Context: an optimization exercise on an open-source flow, tuned for small area. The choices shown serve that exercise and are no tape-out recipe. No run shown here included a check of the RTL's function; only the layout flow was run. Power figures rest on the tool's default switching activity, not on a simulated workload.

--- flow/design.v ---
`timescale 1ns / 1ps
module picoversat (
             input                 clk,
             input                 rst,
             output                trap,
             output                led,
             output [10-2:0]  imem_addr,
             input [32-1:0]  imem_rdata,
             output                dmem_en,
             output                dmem_we,
             output [10-2:0]  dmem_addr,
             output [32-1:0]  dmem_wdata,
             input [32-1:0]   dmem_rdata
             );
   reg [8:0]   pc;
   reg [31:0]  ra;
   reg [31:0]  rb_q;       
   reg         rb_v;       
   reg [2:0]   rc;         
   reg         led_q;
   reg [31:0]  rf [0:15];
   wire [31:0] rb = rb_q & {32{rb_v}};
   wire [31:0] instr = imem_rdata;
   wire [3:0]  op = instr[31:28];
   wire [15:0] opd;
   genvar gi;
   generate
      for (gi = 0; gi < 16; gi = gi + 1) begin : g_opd
         assign opd[gi] = (op == gi);
      end
   endgenerate
   wire op_sub    = opd[2];
   wire op_shft   = opd[3];
   wire op_and    = opd[4];
   wire op_xor    = opd[5];
   wire op_ldih   = opd[7];
   wire arith_ops = opd[0] | opd[1] | opd[2];
   wire alu_ops   = arith_ops | opd[3] | opd[4] | opd[5];
   wire load_ops  = opd[6] | opd[7] | opd[8] | opd[10];
   wire imm_ops   = opd[0] | opd[3] | opd[6] | opd[7];
   wire store_ops = opd[9] | opd[11];
   wire mem_ops   = opd[1] | opd[2] | opd[4] | opd[5] | opd[8] | opd[10];
   wire branch_ops = op[3] & op[2];
   wire use_opnd  = alu_ops | load_ops;
   wire [9:0]  addr = (opd[10] | opd[11]) ? rb[9:0] :
                      op_ldih ? ra[9:0] : instr[9:0];
   wire        is_rb  = (addr == 10'd528);
   wire        is_rc  = (addr == 10'd529);
   wire        not_bc = ~is_rb & ~is_rc;
   wire        in_ram = ~addr[9];
   wire        in_rf  = (addr[9:4] == 6'b100000);
   wire        in_led = (addr == 10'd602);
   wire        data_sel = (store_ops | mem_ops) & not_bc;
   assign dmem_en   = data_sel & in_ram;
   assign dmem_we   = store_ops;
   assign dmem_addr = addr[8:0];
   assign dmem_wdata = ra;
   assign trap = data_sel & ~in_ram & ~in_rf & ~in_led;
   wire        led_sel = data_sel & in_led;
   wire        rf_we = store_ops & not_bc & in_rf;
   wire        rb_we = store_ops & is_rb;
   wire        rf_rd = mem_ops & not_bc & in_rf;
   reg [31:0]  rf_out;
   integer     i;
   always @* begin
      rf_out = 32'd0;
      for (i = 0; i < 16; i = i + 1)
        rf_out = rf_out | (rf[i] & {32{rf_rd && addr[3:0] == i}});
   end
   wire [31:0] imm = op_ldih ? {instr[15:0], ra[15:0]} : {{4{instr[27]}}, instr[27:0]};
   wire        sel_rb  = use_opnd & is_rb;
   wire        sel_rc  = use_opnd & is_rc;
   wire        sel_imm = imm_ops & not_bc;
   wire        sel_mem = mem_ops & not_bc & in_ram;
   wire [31:0] opnd = (rb & {32{sel_rb}}) |
                      ({29'd0, rc} & {32{sel_rc}}) |
                      (imm & {32{sel_imm}}) |
                      (dmem_rdata & {32{sel_mem}}) |
                      rf_out;
   wire        inv = op_sub | branch_ops;
   wire [31:0] b = opnd ^ {32{inv}};
   wire [31:0] p = ra ^ b;
   wire [31:0] g = ra & b;
   wire [32:0] c;
   assign c[0] = op_sub;
   generate
      for (gi = 0; gi < 32; gi = gi + 1) begin : g_add
         assign c[gi+1] = g[gi] | (p[gi] & c[gi]);
      end
   endgenerate
   wire [31:0] sum = p ^ c[31:0];
   wire        nz31 = |opnd[30:0];
   wire        nz32 = nz31 | opnd[31];
   wire        cf   = c[32] & ~(op_sub & ~nz32);
   wire        c31  = c[31] & ~(op_sub & ~nz31);
   wire        shl = opnd[31];
   wire [31:0] shres = shl ? {ra[30:0], 1'b0} : {ra[31], ra[31:1]};
   reg [31:0]  ra_nx;
   always @* begin
      if (load_ops)
        ra_nx = opnd;
      else if (op_and)
        ra_nx = g;
      else if (op_xor)
        ra_nx = p;
      else if (op_shft)
        ra_nx = shres;
      else
        ra_nx = sum;
   end
   reg [2:0]   rc_nx;
   always @* begin
      if (arith_ops)
        rc_nx = {sum[31], cf ^ c31, cf};
      else if (op_shft)
        rc_nx = shl ? {ra[30], ra[31] ^ ra[30], ra[31]} : {ra[31], 2'b00};
      else if (op_and)
        rc_nx = {g[31], 2'b00};
      else
        rc_nx = {p[31], 2'b00};
   end
   wire        ra_z = (ra == 32'd0);
   wire        taken = branch_ops & (op[1] ^ ra_z);
   wire [8:0]  target = op[0] ? rb[8:0] : instr[8:0];
   always @(posedge clk, posedge rst)
     if (rst) begin
        pc <= 9'd0;
        ra <= 32'd0;
        rc <= 3'd0;
        rb_v <= 1'b0;
        led_q <= 1'b0;
     end else begin
        pc <= taken ? target : pc + 9'd1;
        ra <= ra_nx;
        if (alu_ops)
          rc <= rc_nx;
        if (rb_we)
          rb_v <= 1'b1;
        if (led_sel)
          led_q <= ra[0];
     end
   always @(posedge clk)
     if (rb_we)
       rb_q <= ra;
   generate
      for (gi = 0; gi < 16; gi = gi + 1) begin : g_rf
         always @(posedge clk)
           if (rf_we && addr[3:0] == gi)
             rf[gi] <= ra;
      end
   endgenerate
   assign imem_addr = pc;
   assign led = led_q;
endmodule
--- flow/run.sh ---
#!/bin/bash
# synth_recipe.tcl (not shown) runs the flow's synth.tcl, then flattens the netlist and writes it again
# the make line also repeats each setting of config.mk as NAME=value (left out here)
make -C /OpenROAD-flow-scripts/flow DESIGN_CONFIG=/design/flow/config.mk WORK_HOME=/design/flow/orfs CLKGATE_MAP_FILE= SYNTH_SCRIPT=/design/flow/synth_recipe.tcl finish
--- flow/config.mk ---
export PLATFORM = sky130hd
export DESIGN_NAME = picoversat
export DESIGN_NICKNAME = picoversat
export VERILOG_FILES = /design/flow/design.v
export SDC_FILE = /design/flow/constraint.sdc
export NUM_CORES = 4
export LEC_CHECK = 0
export CAP_MARGIN = 20
export CORE_MARGIN = 2
export CORE_UTILIZATION = 40
export PLACE_DENSITY = 0.6
export SLEW_MARGIN = 20
--- flow/constraint.sdc ---
create_clock -name core_clock -period 7.5 [get_ports {clk}]
set_input_delay 1.5000 -clock core_clock [delete_from_list [all_inputs] [get_ports {clk}]]
set_output_delay 1.5000 -clock core_clock [all_outputs]
set_load 0.01 [all_outputs]
==> summary.md, run 1 <==
The detailed router finished its first iteration with 3177 violations. For the worst-skew pair, the clock arrives at the later sink with an insertion delay of 0.62 ns. Timing would allow up to 65.5 MHz.

The maximum fanout encountered on the critical timing path came out at 11. On the final layout, the worst clock skew is 0.0225 ns. The power dissipated by switching net loads was 3.59 mW; the aggregate global-route resource usage was 0.356. The proportion of synthesized flip-flops having asynchronous set or reset is 0.0780. For the count of fill cells added during filler insertion, the log shows 5693. The fraction of power spent switching nets is 0.332. Setup repair after global routing could not meet its margin everywhere. Before CTS, the worst setup slack after placement is -8.97 ns. The number of nets in the synthesized netlist is 2164, and the number of primary I/O pins is 120. The transition time at the pin with the least slew margin came out at 1.07 ns. The element type at the critical path start is an input port.

In the final design database the tool counted 2734 nets. The repair_antennas step left the layout with diodes totalling 0. The maximum number of pins on one net before global-route repair is 65. Detailed placement ended at an HPWL of 86800 um. In this run the core area contains 95 standard-cell rows. The area of all sequential standard cells is 0.0175 mm2. The first global-routing pass estimated 171000 um of wire. The flip-flop and latch count after synthesis is 590, and the detail-routed via count per cell is 6.28. The number of buffers inserted by port buffering is 119. Summed over all cells, the static leakage comes to 13.0 nW. After synthesis, the cell types taking the most area are sky130_fd_sc_hd__edfxtp_1 (61%), sky130_fd_sc_hd__dfrtp_1 (4.3%), sky130_fd_sc_hd__a22oi_1 (3.2%), sky130_fd_sc_hd__nand2_1 (2.4%), sky130_fd_sc_hd__fa_1 (2.4%). The fraction of final layout cells sized beyond drive strength 1 works out to 0.285. In this run the clock root is driven by a sky130_fd_sc_hd__clkbuf_16. Post-layout worst setup margin: -7.76 ns.

After global routing the overflow that remains totals 0. Compared with the post-synthesis result, the final layout area differs by 31.7%. CTS saw 590 sinks. In this run, CTS created clock tree buffers numbering 67.

For the required time of the critical path, the log shows 7.98 ns. By count the netlist is led by sky130_fd_sc_hd__edfxtp_1 (544), sky130_fd_sc_hd__nand2_1 (174), sky130_fd_sc_hd__nor2_1 (148). Class of the most critical hold timing path: flip-flop to flip-flop. Summed over all layers, the routed wires come to 125000 um. On the worst path, the slowest cell contributes a delay of 0.45 ns. From left edge to right edge, the die measures 264 um. The fraction of synthesized cell area taken by the top area cell type was 0.606; the vertical die dimension was 264 um.

The total count of hold-check failures in the final report was 0; the die outline area was 0.0695 mm2. The total power density per cell area came out at 305 mW/mm2. The tools report the utilization after layout as 0.531.

Initial standard-cell utilization of the core: 0.403. Counting flops with a built-in enable in the synthesized netlist gives 544. The number of global-route vias before repair was 21500. Final RePlAce weighted congestion: 1.01.

Total via count in the routed design: 22100. The average wire per standard cell is 35.4 um, and the setup-violating endpoint count in the final report is 25. Most repeated cell in the gate-level netlist after synthesis: sky130_fd_sc_hd__edfxtp_1. The flow ran to the end, but the layout failed its checks. The most used flip-flop cell after synthesis is sky130_fd_sc_hd__edfxtp_1. Kind of capture point of the worst setup path: a flip-flop. The share of synthesized area occupied by flip-flops and latches was 0.649; the period utilization was 2.03. The layout checks failed on setup timing. The total count of max-transition violations in the final report was 0. A synthesized cell averages 13.3 um2. The logs give 0.00921 mm2 for the area of the multi-input gates and 0.300 for the part of the total power dissipated in combinational logic. The most numerous cell type found on the critical path is sky130_fd_sc_hd__fa_2. The clock network fraction of design power is 0.295, and the total of max-cap violations is 0.

CTS built an H-tree with a depth of 3. The share of power burned in registers is 0.405. On the critical path, the stage with the largest delay is an instance of sky130_fd_sc_hd__fa_2. The first-pass iteration count of the detailed router was 9; the cell-internal power was 7.23 mW. The post-layout minimum cycle time is 15.26 ns, and the worst relative slew slack is 0.286. The number of nets still failing antenna checks after routing came out at 0.

The buffer levels on the longest clock path was 3; the CTS clock-pin slew for the worst setup and hold paths was 0.06 ns. The worst-case IR drop observed on VDD is 0.000196 V. The run gives 7 as the initial antenna violation count. The largest area contributor in the netlist was sky130_fd_sc_hd__edfxtp_1.

TritonCTS built the clock tree. For the worst setup path, the data arrival time is 15.74 ns. Core outline area: 0.0669 mm2. Yosys printed 2 warnings. Detailed-route DRC error count: 0.

The mapped cell area came out at 0.0270 mm2. The run gives 2032 as the post-synthesis cell count. The type of the setup path with the least slack is input port to flip-flop. Counting distinct cell types in the post-synthesis netlist gives 88.
area by class of cell:
cell class / instances / area share
repair buffers: 629 / 0.150
clock buffers: 84 / 0.0501
multi-input cells: 1244 / 0.260
clock inverters: 33 / 0.00923
flip-flops and latches: 590 / 0.493
well taps: 873 / 0.0308
inverters: 70 / 0.00740
placed cells by master (no fill, tap or decap), types with 13 or more instances in the layout:
cell and n:
sky130_fd_sc_hd__a21oi_1 102, sky130_fd_sc_hd__a221o_1 16, sky130_fd_sc_hd__a221oi_1 21, sky130_fd_sc_hd__a222oi_1 32
sky130_fd_sc_hd__a22o_1 34, sky130_fd_sc_hd__a22oi_1 112, sky130_fd_sc_hd__a31oi_1 19, sky130_fd_sc_hd__a32oi_1 15
sky130_fd_sc_hd__and3_1 16, sky130_fd_sc_hd__buf_12 18, sky130_fd_sc_hd__buf_4 478, sky130_fd_sc_hd__buf_6 13
sky130_fd_sc_hd__clkbuf_1 13, sky130_fd_sc_hd__clkbuf_16 67, sky130_fd_sc_hd__clkdlybuf4s50_1 106, sky130_fd_sc_hd__clkinv_2 13
sky130_fd_sc_hd__dfrtp_1 46, sky130_fd_sc_hd__edfxtp_1 544, sky130_fd_sc_hd__fa_2 32, sky130_fd_sc_hd__ha_1 34
sky130_fd_sc_hd__inv_1 67, sky130_fd_sc_hd__mux2i_1 54, sky130_fd_sc_hd__nand2_1 170, sky130_fd_sc_hd__nand3_1 43
sky130_fd_sc_hd__nand4_1 27, sky130_fd_sc_hd__nor2_1 124, sky130_fd_sc_hd__nor2_2 13, sky130_fd_sc_hd__nor3_1 24
sky130_fd_sc_hd__nor4_1 16, sky130_fd_sc_hd__o211ai_1 36, sky130_fd_sc_hd__o21ai_0 40, sky130_fd_sc_hd__o21ai_1 21
sky130_fd_sc_hd__xnor2_1 20, sky130_fd_sc_hd__xor2_1 21
per-layer routing:
metal,routed length [um],vias up,global-route usage
met5,16,-,0
met4,7190,2,0.171
met3,14300,292,0.0791
met2,55700,1606,0.553
met1,47500,11100,0.474
li1,-,9135,-
power by group through the flow:
stage,Sequential [mW],Combinational (mW),Clock [mW]
5_1_grt,4.39,3.49,3.33
3_3_place_gp,4.44,3.10,0
6_report,4.39,3.25,3.19
4_1_cts,4.38,3.19,3.21
3_5_place_dp,4.45,3.14,0
2_1_floorplan,4.62,1.19,0
worst max-delay path, delay by kind of cell:
family / cells / cell delay [ns]
buf+inv: 9 / 1.32
compound gates: 6 / 1.11
fa+ha+maj: 29 / 10.39
simple gates: 7 / 1.13
xor+xnor: 1 / 0.22
path summary, 6_finish.rpt:
check,startpoint,end,slack [ns],depth (start not counted)
setup / recovery,imem_rdata[29],ra[31]$_DFFE_PP0P_,-7.76,52
hold reg to reg,led_q$_DFFE_PP0P_,led_q$_DFFE_PP0P_,0.51,1
hold / removal,led_q$_DFFE_PP0P_,led_q$_DFFE_PP0P_,0.51,1
max in group asynchronous,rst,ra[13]$_DFF_PP0_,5.56,3
setup reg to reg,ra[6]$_DFF_PP0_,ra[31]$_DFFE_PP0P_,-7.23,47
min in group asynchronous,rst,ra[9]$_DFF_PP0_,1.43,3
registers in the layout, indices dropped and copies added, names as in the netlist:
register  flops
rb_v          1
ra           32
rf          512
pc            9
led_q         1
rb_q         32
rc            3
timing repair:
action                                  in CTS  in global routing
resized for setup                           73                 20
hold buffers                                 0                  0
pin swaps                                   24                 20
buffers inserted                            21                  9
endpoints found under the setup margin      27                 26
gates cloned                                 2                  0
cell families (layout without fill, tap and decap cells):
| kind of cell | after synthesis | count (layout) | share of synthesized area |
|---|---|---|---|
| simple gates | 520 | 520 | 0.0913 |
| compound gates | 553 | 553 | 0.152 |
| mux | 62 | 62 | 0.0235 |
| xor+xnor | 43 | 43 | 0.0140 |
| buf+inv | 198 | 816 | 0.0305 |
| fa+ha+maj | 66 | 66 | 0.0396 |
| flops | 590 | 590 | 0.649 |
through the flow:
step                hold slack (ns)  std cells  total power, mW  cell area (um2)  setup TNS [ns]
finish                        0.511       3523             10.8            35500         -109.34
global route                  0.546       3523             11.2            35500         -115.63
CTS                           0.517       3514             10.8            35400         -109.60
detailed placement            0.508       3375             7.58            32900         -144.38
global placement              0.489       3375             7.54            32900         -145.69
floorplan                     0.463       2032             5.81            27200         -112.54
==> run 2, diff against run 1 <==
--- a/flow/config.mk
+++ b/flow/config.mk
@@ -7,6 +7,8 @@
 export LEC_CHECK = 0
-export CAP_MARGIN = 20
+export ABC_AREA = 1
+export CAP_MARGIN = 0
 export CORE_MARGIN = 2
-export CORE_UTILIZATION = 40
-export PLACE_DENSITY = 0.6
-export SLEW_MARGIN = 20
+export CORE_UTILIZATION = 60
+export GPL_TIMING_DRIVEN = 0
+export PLACE_DENSITY = 0.7
+export SLEW_MARGIN = 0
==> run 2 against run 1 <==
  * Clock power decreased by 6.6%
  * Highest routed layer unchanged
  * Largest power group unchanged
  * Clock skew decreased by 0.0028 ns
  * The layout fails its checks (capacitance limit, slew limit, setup timing)
  * Worst setup slack got worse by 0.52 ns
==> summary.md, run 2 <==
The fraction of power spent switching nets was 0.347; the delay of the slowest critical-path stage was 0.45 ns. The type of the setup path with the least slack is input port to flip-flop. The vertical die dimension is 224 um, and the count of flip-flops with a built-in enable after synthesis is 544. The overall power after layout came out at 10.3 mW. The first global-routing pass estimated 168000 um of wire.

Detailed-route DRC error count: 0. Cell with the most instances on the worst path: sky130_fd_sc_hd__fa_2. After clock tree synthesis, the clock-pin slew on the worst setup and hold paths is 0.07 ns.

Element type at the critical path start: an input port. Dominant synthesized flop cell: sky130_fd_sc_hd__edfxtp_1. Share of synthesized area occupied by flip-flops and latches: 0.602. The H-tree generated during clock tree synthesis spans 2 levels.

Power dissipated by switching net loads: 3.57 mW. For the mapped cell area, the log shows 0.0291 mm2. The total power density per cell area is 294 mW/mm2, and the first-pass iteration count of the detailed router is 10.

The number of primary I/O pins is 120, and the setup-violating endpoint count in the final report is 26. The highest attainable clock frequency is 63.4 MHz. Registers take 0.0175 mm2.

After detailed routing, the total wire length is 121000 um. The part of the total power dissipated in combinational logic was 0.202. The logs give -8.28 ns for the post-layout worst setup margin and 0.000196 V for the maximum resistive drop on vdd. Hold is met by 0.528 ns. The flow ran to the end, but the layout failed its checks. The logs give 1 for the total of max-cap violations and 5085 for the iteration-0 DRC count of the detailed router. Count of synthesis-stage warnings from yosys: 2. In this design, the largest share of critical-path delay is due to adder cells. The clock drives 590 sinks. Cell internal power was estimated by the tool at 6.70 mW. The total count of hold-check failures in the final report came out at 0. In this run the static leakage power is 14.3 nW. TritonCTS built the clock tree.

The layout checks failed on capacitance limit, slew limit, setup timing. The logs give 0.0502 mm2 for the die outline area and 26000 for the total via count in the routed design. Clock tree synthesis selected as its root buffer the cell sky130_fd_sc_hd__clkbuf_16.

The die boundary width came out at 224 um. The register with the most flip-flops in the layout has 512 of them. The detail-routed via count per cell was 6.77; the fraction of synthesized cell area taken by the top area cell type was 0.562. The most repeated cell in the gate-level netlist after synthesis is sky130_fd_sc_hd__edfxtp_1.

The transition time at the pin with the least slew margin was 1.54 ns. TritonCTS created 59 clock buffers. The fraction of final layout cells sized beyond drive strength 1 is 0.164. For the number of nets still failing antenna checks after routing, the log shows 0. Clock latency on the worst-skew pair, taken at its later pin, is 0.65 ns. Summing all multi-input logic gate instances after layout gives 0.0102 mm2. The largest registers in the layout are rf x512, ra x32, rb_q x32.

The class of the most critical hold timing path was flip-flop to flip-flop. Together, buffers and inverters on the worst path number 7. The maximum fanout encountered on the critical timing path works out to 10.

The tools report the worst relative slew slack as -0.0246. The aggregate global-route resource usage came out at 0.478. The total count of max-transition violations in the final report is 24, and the initial standard-cell utilization of the core is 0.608. Entering global routing, the biggest net connects 31 pins.

When the netlist entered floorplanning its net count stood at 3019. The commonest cells after synthesis are sky130_fd_sc_hd__edfxtp_1 (544), sky130_fd_sc_hd__nand2_1 (489), sky130_fd_sc_hd__nor2_1 (463). In this run the mean area of a mapped cell was 10.1 um2. Largest area contributor in the netlist: sky130_fd_sc_hd__edfxtp_1. STA puts the critical path data arrival time at 16.32 ns.

The logs give 82300 um for the post-DP HPWL and 0.0319 mm2 for the cell area after placement. The clock passes through at most 3 buffers. The logs give 0 for the total overflow reported by the global router and 0.290 for the clock network fraction of design power. Buffers inserted to repair hold after CTS numbered 0. The relative area change from synthesis to final layout came out at 20.4%. The logs give 80 for the count of standard-cell rows and 8 for the initial antenna violation count.

The period utilization was 2.10; the number of buffers inserted by port buffering was 118. Cell at the slowest stage of the critical path: sky130_fd_sc_hd__fa_2. The top cell types in the final layout, fill and taps aside, are sky130_fd_sc_hd__edfxtp_1 (544), sky130_fd_sc_hd__nand2_1 (458), sky130_fd_sc_hd__nor2_1 (437), sky130_fd_sc_hd__inv_1 (298), sky130_fd_sc_hd__nand4_1 (282).

The count of fill cells added during filler insertion is 3346. The core region is 0.0477 mm2. After the last flow step, the layout net total stands at 3304.

The number of global-route vias before repair came out at 24400. Yosys mapped the design onto 46 distinct sky130hd cell types. Between clock sinks in the finished design, the worst skew comes to 0.0196 ns. The worst setup path is captured at a flip-flop. Data on the critical path is required at its endpoint by 8.04 ns. Routability-driven placement finished with a final weighted congestion of 0.994. The post-route cell area is 0.0350 mm2.

The flip-flop and latch count after synthesis was 590; the proportion of synthesized flip-flops having asynchronous set or reset was 0.0780. The library cell used most frequently in the layout, excluding fill and tap cells, is sky130_fd_sc_hd__edfxtp_1. The run gives 2887 as the post-synthesis cell count.

Ranked by flip-flop count, first place goes to rf. Setup repair after global routing could not meet its margin everywhere. Average wire per standard cell: 31.4 um. The worst path needs 15.78 ns of the cycle, external delays included. Yosys attributes the largest share of cell area to sky130_fd_sc_hd__edfxtp_1 (56%), sky130_fd_sc_hd__nand2_1 (6.3%), sky130_fd_sc_hd__nand4_1 (6.1%), sky130_fd_sc_hd__nor2_1 (6.0%), sky130_fd_sc_hd__dfrtp_1 (4.0%).

The run gives 0.508 as the share of power burned in registers.
run 2: changes by cell type after synthesis, moves of 54 or more:
cell | previous run | this run
sky130_fd_sc_hd__nand3_1 | 45 | 205
sky130_fd_sc_hd__a22oi_1 | 116 | 0
sky130_fd_sc_hd__inv_1 | 70 | 305
sky130_fd_sc_hd__mux2i_1 | 54 | 0
sky130_fd_sc_hd__nand4_1 | 27 | 282
sky130_fd_sc_hd__nand2_1 | 174 | 489
sky130_fd_sc_hd__nor2_1 | 148 | 463
run 2: path summary, 6_finish.rpt:
path                            slack [ns]         startpoint  depth (start not counted)                  to
worst min register to register        0.53  led_q$_DFFE_PP0P_                          2   led_q$_DFFE_PP0P_
worst max register to register       -8.26    ra[2]$_DFF_PP0_                         55  ra[31]$_DFFE_PP0P_
min in group asynchronous             1.18                rst                          2     ra[1]$_DFF_PP0_
worst max-delay path                 -8.28     imem_rdata[28]                         60  ra[31]$_DFFE_PP0P_
worst min-delay path                  0.53  led_q$_DFFE_PP0P_                          2   led_q$_DFFE_PP0P_
max in group asynchronous             5.74                rst                          3     ra[7]$_DFF_PP0_
run 2: repair_timing:
action,4_1_cts,5_1_grt
setup endpoints to repair,32,27
gates resized for setup,193,32
pin swaps,25,17
setup buffers,46,6
gates cloned,0,1
run 2: logic make-up (layout without fill, tap and decap cells):
kind of cell,after synthesis,after routing,synth area share
muxes,5,5,0.00194
adders and majority gates,66,66,0.0367
DFF,590,590,0.602
buffers and inverters,472,807,0.0705
other,0,3,0
AOI/OAI and AO/OA,173,173,0.0319
and+or+nand+nor,1543,1543,0.246
xor gates and xnor gates,38,38,0.0115
run 2: worst min-delay path, delay by kind of cell (launching register included):
kind / cells / cell delay (ns)
AO/OA/AOI/OAI: 1 / 0.07
flip-flops: 1 / 0.37
AND/OR/NAND/NOR: 1 / 0.05
run 2: power groups by stage:
stage               registers [mW]  clock network, mW  logic (mW)
global route                  5.17               3.05        2.23
finish                        5.22               2.98        2.07
global placement              5.16                  0        1.85
floorplan                     4.63                  0        1.14
detailed placement            5.18                  0        1.89
CTS                           5.12               2.94        1.99
run 2: layout make-up:
| type | count | area share |
|---|---|---|
| clock buffer | 79 | 0.0449 |
| clock inverter | 32 | 0.00916 |
| sequential | 590 | 0.500 |
| timing repair buffer | 224 | 0.0661 |
| tap | 615 | 0.0220 |
| antenna | 3 | 0.000215 |
| inverter | 321 | 0.0349 |
| multi-input combinational | 1825 | 0.292 |
| buffer | 151 | 0.0307 |
run 2: stage by stage:
step	setup WS (ns)	instances	TNS, ns	util
5_1_grt	-8.42	3837	-125.80	0.732
4_1_cts	-8.11	3830	-118.79	0.729
3_5_place_dp	-10.62	3673	-193.17	0.669
2_1_floorplan	-7.49	2887	-107.82	-
6_report	-8.28	3840	-123.22	0.733
3_3_place_gp	-10.51	3620	-1254.55	0.653
run 2: routing by layer:
layer | up-vias | track usage | share of wire
met1 | 12300 | 0.637 | 0.34
met3 | 542 | 0.189 | 0.18
met5 | - | 0.0244 | 0.0016
li1 | 10500 | - | -
met4 | 8 | 0.276 | 0.074
met2 | 2658 | 0.662 | 0.41

==> separate check: timing with driven ports <==
No port has a modelled driver above. Below, the same layouts with a new extraction and two added sets of constraints.
Step 1: set_driving_cell puts a clkbuf_16 on clk and a buf_2 on each other input, an assumption about the parent block.
Step 2, shift: input delay + t, output delay - t, t = (earliest + latest rising clock arrival at the registers) / 2. This alone moves slack from input paths to output paths.
Three values: ideal, step 1, step 2; two values: the first two.
run | shift t [ns] | setup slack, ns | slew at the worst register clock pin (ns) | pins driven straight from the clock port
run 1 | 0.668 | -7.759 / -7.748 / -8.416 | 0.06 / 0.06 | 1
run 2 | 0.702 | -8.283 / -8.277 / -8.980 | 0.07 / 0.07 | 1
The setup slack of run 2, which loses most, moves by +0.006 ns with the drivers and by -0.697 ns with both steps.
